Background: an optimization exercise with open tools, aiming at small area, a short achievable clock period and few clock cycles. Do not read the settings as production practice. Only simulation tests tie the RTL to the original design; equivalence was not proved.

==> flow/design.v (excerpt) <==
module scr1_pipe_ialu (
    input   logic                           clk,
    input   logic                           rst_n,
    input   logic                           exu2ialu_rvm_cmd_vd_i,
    output  logic                           ialu2exu_rvm_res_rdy_o,
    input   logic [32-1:0]          exu2ialu_main_op1_i,
    input   logic [32-1:0]          exu2ialu_main_op2_i,
    input   logic [SCR1_IALU_CMD_WIDTH_E-1:0] exu2ialu_cmd_i,
    output  logic [32-1:0]          ialu2exu_main_res_o,
    output  logic                           ialu2exu_cmp_res_o,
    input   logic [32-1:0]          exu2ialu_addr_op1_i,
    input   logic [32-1:0]          exu2ialu_addr_op2_i,
    output  logic [32-1:0]          ialu2exu_addr_res_o
);
For scale: ~140 flip-flops, about 200 I/O pins, about 40,000 µm² of cells after synthesis.
Settings: LEC_CHECK=0, ABC_AREA=1, CAP_MARGIN=20, CORE_MARGIN=2, CORE_UTILIZATION=55, SLEW_MARGIN=20; clock period 17.0 ns.
standard.sh (not shown) runs the stock make flow with config.mk's settings and CLKGATE_MAP_FILE= SYNTH_SCRIPT=/design/flow/synth_recipe.tcl, a recipe that flattens the netlist after the stock synthesis.
==> flow/flow/run.sh <==
#!/bin/bash
set -euo pipefail
PORTS="BUFFER_PORTS_ARGS=-buffer_cell sky130_fd_sc_hd__buf_4"
bash standard.sh SETUP_SLACK_MARGIN=6 "$PORTS" cts > standard_flow_cts.log 2>&1
bash standard.sh SETUP_SLACK_MARGIN=0 "$PORTS" finish > standard_flow_finish.log 2>&1
The baseline completed with no timing, DRC or antenna violations.
Testbench counts at the start, summed over its fixed seeds: cycles 20,636.
Change:
==> flow/flow/run.sh (replaced) <==
#!/bin/bash
set -euo pipefail
bash standard.sh SETUP_SLACK_MARGIN=6 "BUFFER_PORTS_ARGS=-buffer_cell sky130_fd_sc_hd__buf_4" finish > standard_flow.log 2>&1
- CORE_UTILIZATION: 55 -> 40
The new run finished with timing, DRC and antenna clean; count of clock-buffer cells in the layout is lower by 1; global-route usage is lower by 13 points; maximum frequency is higher by 3.4%; core utilization is lower by 14 points.


Starting RTL as in the previous note.
Settings: LEC_CHECK=0, ABC_AREA=1, CAP_MARGIN=20, CORE_MARGIN=2, CORE_UTILIZATION=55, SLEW_MARGIN=20; clock period 17.0 ns.
==> flow/flow/run.sh <==
#!/bin/bash
set -euo pipefail
bash standard.sh SETUP_SLACK_MARGIN=6 "BUFFER_PORTS_ARGS=-buffer_cell sky130_fd_sc_hd__buf_2" finish > standard_flow.log 2>&1
Testbench counts at the start, summed over its fixed seeds: cycles 20,636.
Then changed:
==> flow/flow/run.sh (replaced) <==
#!/bin/bash
set -euo pipefail
PORTS="BUFFER_PORTS_ARGS=-buffer_cell sky130_fd_sc_hd__buf_4"
bash standard.sh SETUP_SLACK_MARGIN=6.5 "$PORTS" cts > standard_flow_cts.log 2>&1
bash standard.sh SETUP_SLACK_MARGIN=0 "$PORTS" finish > standard_flow_finish.log 2>&1
Effect: Design area is higher by 3.7%; non-clock buffer count is higher by 41; wire length is higher by 4.2%; count of clock-buffer cells in the layout is unchanged; maximum frequency is lower by 1.2%; area after synthesis is unchanged; via count is higher by 2.7%; flip-flop and latch count is unchanged.


scr1_pipe_ialu again, from the RTL that the note above started with.
clock: 17.0 ns
lec_check: 0
abc_area: 1
cap_margin: 20
core_margin: 2
core_utilization: 62
slew_margin: 20
==> flow/flow/run.sh <==
#!/bin/bash
set -euo pipefail
PORTS="BUFFER_PORTS_ARGS=-buffer_cell sky130_fd_sc_hd__buf_2"
bash standard.sh SETUP_SLACK_MARGIN=6 "$PORTS" cts > standard_flow_cts.log 2>&1
bash standard.sh SETUP_SLACK_MARGIN=0 "$PORTS" finish > standard_flow_finish.log 2>&1
Testbench counts at the start, summed over its fixed seeds: cycles 20,636.
Then changed:
==> flow/flow/run.sh (replaced) <==
#!/bin/bash
set -euo pipefail
PORTS="BUFFER_PORTS_ARGS=-buffer_cell sky130_fd_sc_hd__buf_4"
bash standard.sh SETUP_SLACK_MARGIN=6 "$PORTS" cts > standard_flow_cts.log 2>&1
bash standard.sh SETUP_SLACK_MARGIN=5 "$PORTS" finish > standard_flow_finish.log 2>&1
- CORE_UTILIZATION: 62 -> 55
Non-clock buffer count came out lower by 4.
Count of clock-buffer cells in the layout is unchanged.
Cell area came out higher by about 1.6%.
Critical path depth came out lower by 5.
Setup slack gains 0.59 ns.
Core utilization came out lower by 6.8 points.
Via count came out lower by 3.3%.
Synthesized cell count does not change.
Fmax came out higher by 5.1%.
Area after synthesis is unchanged.
Then changed:
==> flow/flow/run.sh (replaced) <==
#!/bin/bash
set -euo pipefail
PORTS="BUFFER_PORTS_ARGS=-buffer_cell sky130_fd_sc_hd__buf_2"
bash standard.sh SETUP_SLACK_MARGIN=6 "$PORTS" cts > standard_flow_cts.log 2>&1
bash standard.sh SETUP_SLACK_MARGIN=0 "$PORTS" finish > standard_flow_finish.log 2>&1
What happened:
- The new run finished clean
- via count came out lower by 0.86%
- setup slack gets worse by 0.055 ns
- non-clock buffer count came out higher by 16

==> re-timing with driven ports <==
Ports are ideal in the flow. The routed layouts listed here were re-timed in OpenROAD. Step 1, drivers: a clkbuf_16 drives clk and a buf_2 each remaining input, both assumed. Step 2, shift: input delay + t, output delay - t, t = (earliest + latest rising clock arrival at the registers) / 2. This alone moves slack from input paths to output paths. a / b / c = ideal / step 1 / step 2; a / b = the first two.
run | shift t [ns] | setup WS [ns] | worst setup path after step 2 | slew at the worst register clock pin (ns)
the first run of note 1 | 0.520 | 5.604 / 5.541 / 5.208 | input to register | 0.07 / 0.07
the second run of note 1 | 0.526 | 5.982 / 5.948 / 5.948 | input to output | 0.09 / 0.09
the first run of note 2 | 0.550 | 5.915 / 5.897 / 5.897 | input to output | 0.07 / 0.07
the second run of note 2 | 0.522 | 5.776 / 5.714 / 5.884 | input to register | 0.07 / 0.07
the first run of note 3 | 0.530 | 5.018 / 4.925 / 5.455 | register to output | 0.07 / 0.07
the second run of note 3 | 0.520 | 5.604 / 5.541 / 5.208 | input to register | 0.07 / 0.07
the third run of note 3 | 0.545 | 5.549 / 5.454 / 5.495 | input to register | 0.07 / 0.07
After both steps every run listed still meets setup and hold.
